Background: an optimization exercise with open tools, aiming at small area and a short achievable clock period. Do not read the settings as production practice. The RTL was checked by simulation tests, not by an equivalence proof against the original design.

## puzzle3_2
module puzzle3_2 (
    input clk,
    input rst_n,
    input [3:0] data_in,
    input wr_en,
    input bank_end,
    output logic [63:0] sum
);
clock: 1000.0 ns
lec_check: 0
abc_area: 1
cap_margin: 20
core_margin: 2
core_utilization: 50
slew_margin: 20
standard.sh (not shown) runs the stock make flow with config.mk's settings and CLKGATE_MAP_FILE= SYNTH_SCRIPT=/design/flow/synth_recipe.tcl, a recipe that flattens the netlist after the stock synthesis.
==> flow/flow/run.sh <==
#!/bin/bash
# Layout flow: the standard synthesis; its half adder cells split
# into plain gates; the combinational logic then re-mapped
# by ABC with a stronger area script, four random seeds, the smallest
# result kept (registers and full adder cells untouched); then the standard
# layout with buf_1 port buffers and a clock tree of clkbuf_8 without
# dummy loads.
set -eo pipefail
R=$PWD/orfs/results/sky130hd/puzzle3_2/base
bash standard.sh $R/1_2_yosys.v > 1_standard_synth.log 2>&1
cp $R/1_2_yosys.v synth_standard.v
python3 flow/prep.py synth_standard.v synth_prep.v > 2_prep.log 2>&1
for s in 1 2 3 4; do
  bash flow/reopt.sh synth_prep.v reopt_$s.v $s > reopt_$s.ys
  yosys -s reopt_$s.ys > 3_reopt_$s.log 2>&1 &
done
wait
best=$(for s in 1 2 3 4; do
  if [[ -s reopt_$s.v ]] && grep -q 'End of script' 3_reopt_$s.log; then
    echo "$(grep 'Chip area' 3_reopt_$s.log | tail -1 | awk '{print $NF}') $s"
  fi
done | sort -g | head -1 | awk '{print $2}')
echo "kept seed $best" > 3_reopt_pick.log
cp reopt_$best.v $R/1_2_yosys.v
export BUFFER_PORTS_ARGS="-buffer_cell sky130_fd_sc_hd__buf_1"
export CTS_ARGS="-sink_clustering_enable -repair_clock_nets -dont_use_dummy_load -buf_list sky130_fd_sc_hd__clkbuf_8"
bash standard.sh finish > 4_standard_layout.log 2>&1
==> flow/flow/reopt.sh <==
#!/bin/bash
# Writes a Yosys script that re-maps the combinational logic of a mapped
# netlist ($1) with a stronger ABC script (random seed $3) and writes the
# result to $2. Flip-flops, adder cells and tie cells are kept as they are,
# so every register keeps its name and cell type.
LIB=$FLOW_HOME/platforms/sky130hd/lib/sky130_fd_sc_hd__tt_025C_1v80.lib
DU=$(cat $(dirname $0)/dontuse.txt)
cat <<EOT
read_liberty -ignore_miss_func $LIB
read_verilog $1
hierarchy -top $FLOW_TOP
setattr -mod -set blackbox 1 sky130_fd_sc_hd__df* sky130_fd_sc_hd__edf* sky130_fd_sc_hd__sdf* sky130_fd_sc_hd__sedf* sky130_fd_sc_hd__dl* sky130_fd_sc_hd__fa_* sky130_fd_sc_hd__ha_* sky130_fd_sc_hd__conb_*
flatten
opt_clean
stat -liberty $LIB
abc -liberty $LIB $DU -script +strash;&get,-n;&deepsyn,-T,40,-S,$3;&dch,-f;&nf,-R,1000;&put
opt_clean -purge
stat -liberty $LIB
write_verilog -noattr -nohex -nodec $2
EOT
Other scripts of this flow, unchanged in this note and not shown: flow/flow/dontuse.txt, flow/flow/prep.py
Rerun with:
--- a/flow/flow/run.sh
+++ b/flow/flow/run.sh
@@ -2,5 +2,5 @@
 # Layout flow: the standard synthesis; its half adder cells split
 # into plain gates; the combinational logic then re-mapped
-# by ABC with a stronger area script, four random seeds, the smallest
+# by ABC with a stronger area script, eight random seeds, the smallest
 # result kept (registers and full adder cells untouched); then the standard
 # layout with buf_1 port buffers and a clock tree of clkbuf_8 without
@@ -11,10 +11,12 @@
 cp $R/1_2_yosys.v synth_standard.v
 python3 flow/prep.py synth_standard.v synth_prep.v > 2_prep.log 2>&1
-for s in 1 2 3 4; do
-  bash flow/reopt.sh synth_prep.v reopt_$s.v $s > reopt_$s.ys
-  yosys -s reopt_$s.ys > 3_reopt_$s.log 2>&1 &
+for batch in "1 2 3 4" "5 6 7 8"; do
+  for s in $batch; do
+    bash flow/reopt.sh synth_prep.v reopt_$s.v $s > reopt_$s.ys
+    yosys -s reopt_$s.ys > 3_reopt_$s.log 2>&1 &
+  done
+  wait
 done
-wait
-best=$(for s in 1 2 3 4; do
+best=$(for s in 1 2 3 4 5 6 7 8; do
   if [[ -s reopt_$s.v ]] && grep -q 'End of script' 3_reopt_$s.log; then
     echo "$(grep 'Chip area' 3_reopt_$s.log | tail -1 | awk '{print $NF}') $s"
--- a/flow/flow/reopt.sh
+++ b/flow/flow/reopt.sh
@@ -14,5 +14,5 @@
 opt_clean
 stat -liberty $LIB
-abc -liberty $LIB $DU -script +strash;&get,-n;&deepsyn,-T,40,-S,$3;&dch,-f;&nf,-R,1000;&put
+abc -liberty $LIB $DU -script +strash;&get,-n;&deepsyn,-T,20,-S,$3;&dch,-f;&nf,-R,1000;&put
 opt_clean -purge
 stat -liberty $LIB
--- a/flow/config.mk
+++ b/flow/config.mk
@@ -10,3 +10,4 @@
 export CORE_MARGIN = 2
 export CORE_UTILIZATION = 50
+export GPL_TIMING_DRIVEN = 0
 export SLEW_MARGIN = 20
Worst setup slack gets worse by 0.017 ns.
First-iteration DRC count went down by roughly a tenth.
Synthesized cell count stays the same.
Rerun with:
--- a/flow/flow/run.sh
+++ b/flow/flow/run.sh
@@ -2,5 +2,5 @@
 # Layout flow: the standard synthesis; its half adder cells split
 # into plain gates; the combinational logic then re-mapped
-# by ABC with a stronger area script, eight random seeds, the smallest
+# by ABC with a stronger area script, 24 random seeds, the smallest
 # result kept (registers and full adder cells untouched); then the standard
 # layout with buf_1 port buffers and a clock tree of clkbuf_8 without
@@ -11,5 +11,5 @@
 cp $R/1_2_yosys.v synth_standard.v
 python3 flow/prep.py synth_standard.v synth_prep.v > 2_prep.log 2>&1
-for batch in "1 2 3 4" "5 6 7 8"; do
+for batch in "1 2 3 4" "5 6 7 8" "9 10 11 12" "13 14 15 16" "17 18 19 20" "21 22 23 24"; do
   for s in $batch; do
     bash flow/reopt.sh synth_prep.v reopt_$s.v $s > reopt_$s.ys
@@ -18,5 +18,5 @@
   wait
 done
-best=$(for s in 1 2 3 4 5 6 7 8; do
+best=$(for s in $(seq 1 24); do
   if [[ -s reopt_$s.v ]] && grep -q 'End of script' 3_reopt_$s.log; then
     echo "$(grep 'Chip area' 3_reopt_$s.log | tail -1 | awk '{print $NF}') $s"
--- a/flow/config.mk
+++ b/flow/config.mk
@@ -9,5 +9,4 @@
 export CAP_MARGIN = 20
 export CORE_MARGIN = 2
-export CORE_UTILIZATION = 50
-export GPL_TIMING_DRIVEN = 0
+export CORE_UTILIZATION = 55
 export SLEW_MARGIN = 20
The new run finished with timing, DRC and antenna clean; setup slack gets better by 0.0090 ns; synthesized area is unchanged.
Rerun with:
--- a/flow/flow/run.sh
+++ b/flow/flow/run.sh
@@ -2,5 +2,5 @@
 # Layout flow: the standard synthesis; its half adder cells split
 # into plain gates; the combinational logic then re-mapped
-# by ABC with a stronger area script, 24 random seeds, the smallest
+# by ABC with a stronger area script, eight random seeds, the smallest
 # result kept (registers and full adder cells untouched); then the standard
 # layout with buf_1 port buffers and a clock tree of clkbuf_8 without
@@ -11,5 +11,5 @@
 cp $R/1_2_yosys.v synth_standard.v
 python3 flow/prep.py synth_standard.v synth_prep.v > 2_prep.log 2>&1
-for batch in "1 2 3 4" "5 6 7 8" "9 10 11 12" "13 14 15 16" "17 18 19 20" "21 22 23 24"; do
+for batch in "1 2 3 4" "5 6 7 8"; do
   for s in $batch; do
     bash flow/reopt.sh synth_prep.v reopt_$s.v $s > reopt_$s.ys
@@ -18,5 +18,5 @@
   wait
 done
-best=$(for s in $(seq 1 24); do
+best=$(for s in 1 2 3 4 5 6 7 8; do
   if [[ -s reopt_$s.v ]] && grep -q 'End of script' 3_reopt_$s.log; then
     echo "$(grep 'Chip area' 3_reopt_$s.log | tail -1 | awk '{print $NF}') $s"
--- a/flow/config.mk
+++ b/flow/config.mk
@@ -9,4 +9,4 @@
 export CAP_MARGIN = 20
 export CORE_MARGIN = 2
-export CORE_UTILIZATION = 55
+export CORE_UTILIZATION = 65
 export SLEW_MARGIN = 20
The changed run ran to the end with no violations.
Hold slack is better by 0.017 ns.
Routed wire length is lower by 4.0%.
Utilization is higher by 11 points.
Via count is higher by 0.64%.
Design area is lower by 0.62%.
Final cell count is lower by 3.8%.

==> port drivers added, routing unchanged <==
How much do the figures lean on ideal ports? The routed layouts below were timed once more, with nothing changed but the port constraints.
Step 1: set_driving_cell puts a clkbuf_16 on clk and a buf_2 on each other input, an assumption about the parent block.
Step 2 adds t to the input delays and takes it off the output delays; t is the mean of the earliest and latest rising clock arrival at the registers after step 1. Input paths then give back, and output paths get back, about the clock's delay inside the block.
Three values: ideal, step 1, step 2; two values: the first two.
| run | t (ns) | setup WS [ns] | hold WS [ns] | worst setup path at the end | pins driven straight from the clock port |
|---|---|---|---|---|---|
| the first run | 0.479 | 798.959 / 798.919 / 799.377 | 0.332 / 0.332 / 0.332 | input to register | 1 |
| the second run | 0.482 | 798.942 / 798.901 / 799.365 | 0.335 / 0.335 / 0.335 | input to register | 1 |
| the third run | 0.484 | 798.951 / 798.912 / 799.178 | 0.316 / 0.316 / 0.316 | input, reset recovery | 1 |
| the fourth run | 0.488 | 798.953 / 798.914 / 799.176 | 0.333 / 0.333 / 0.333 | input, reset recovery | 1 |
After both steps every run listed still meets setup and hold. Setup slack includes reset recovery checks.
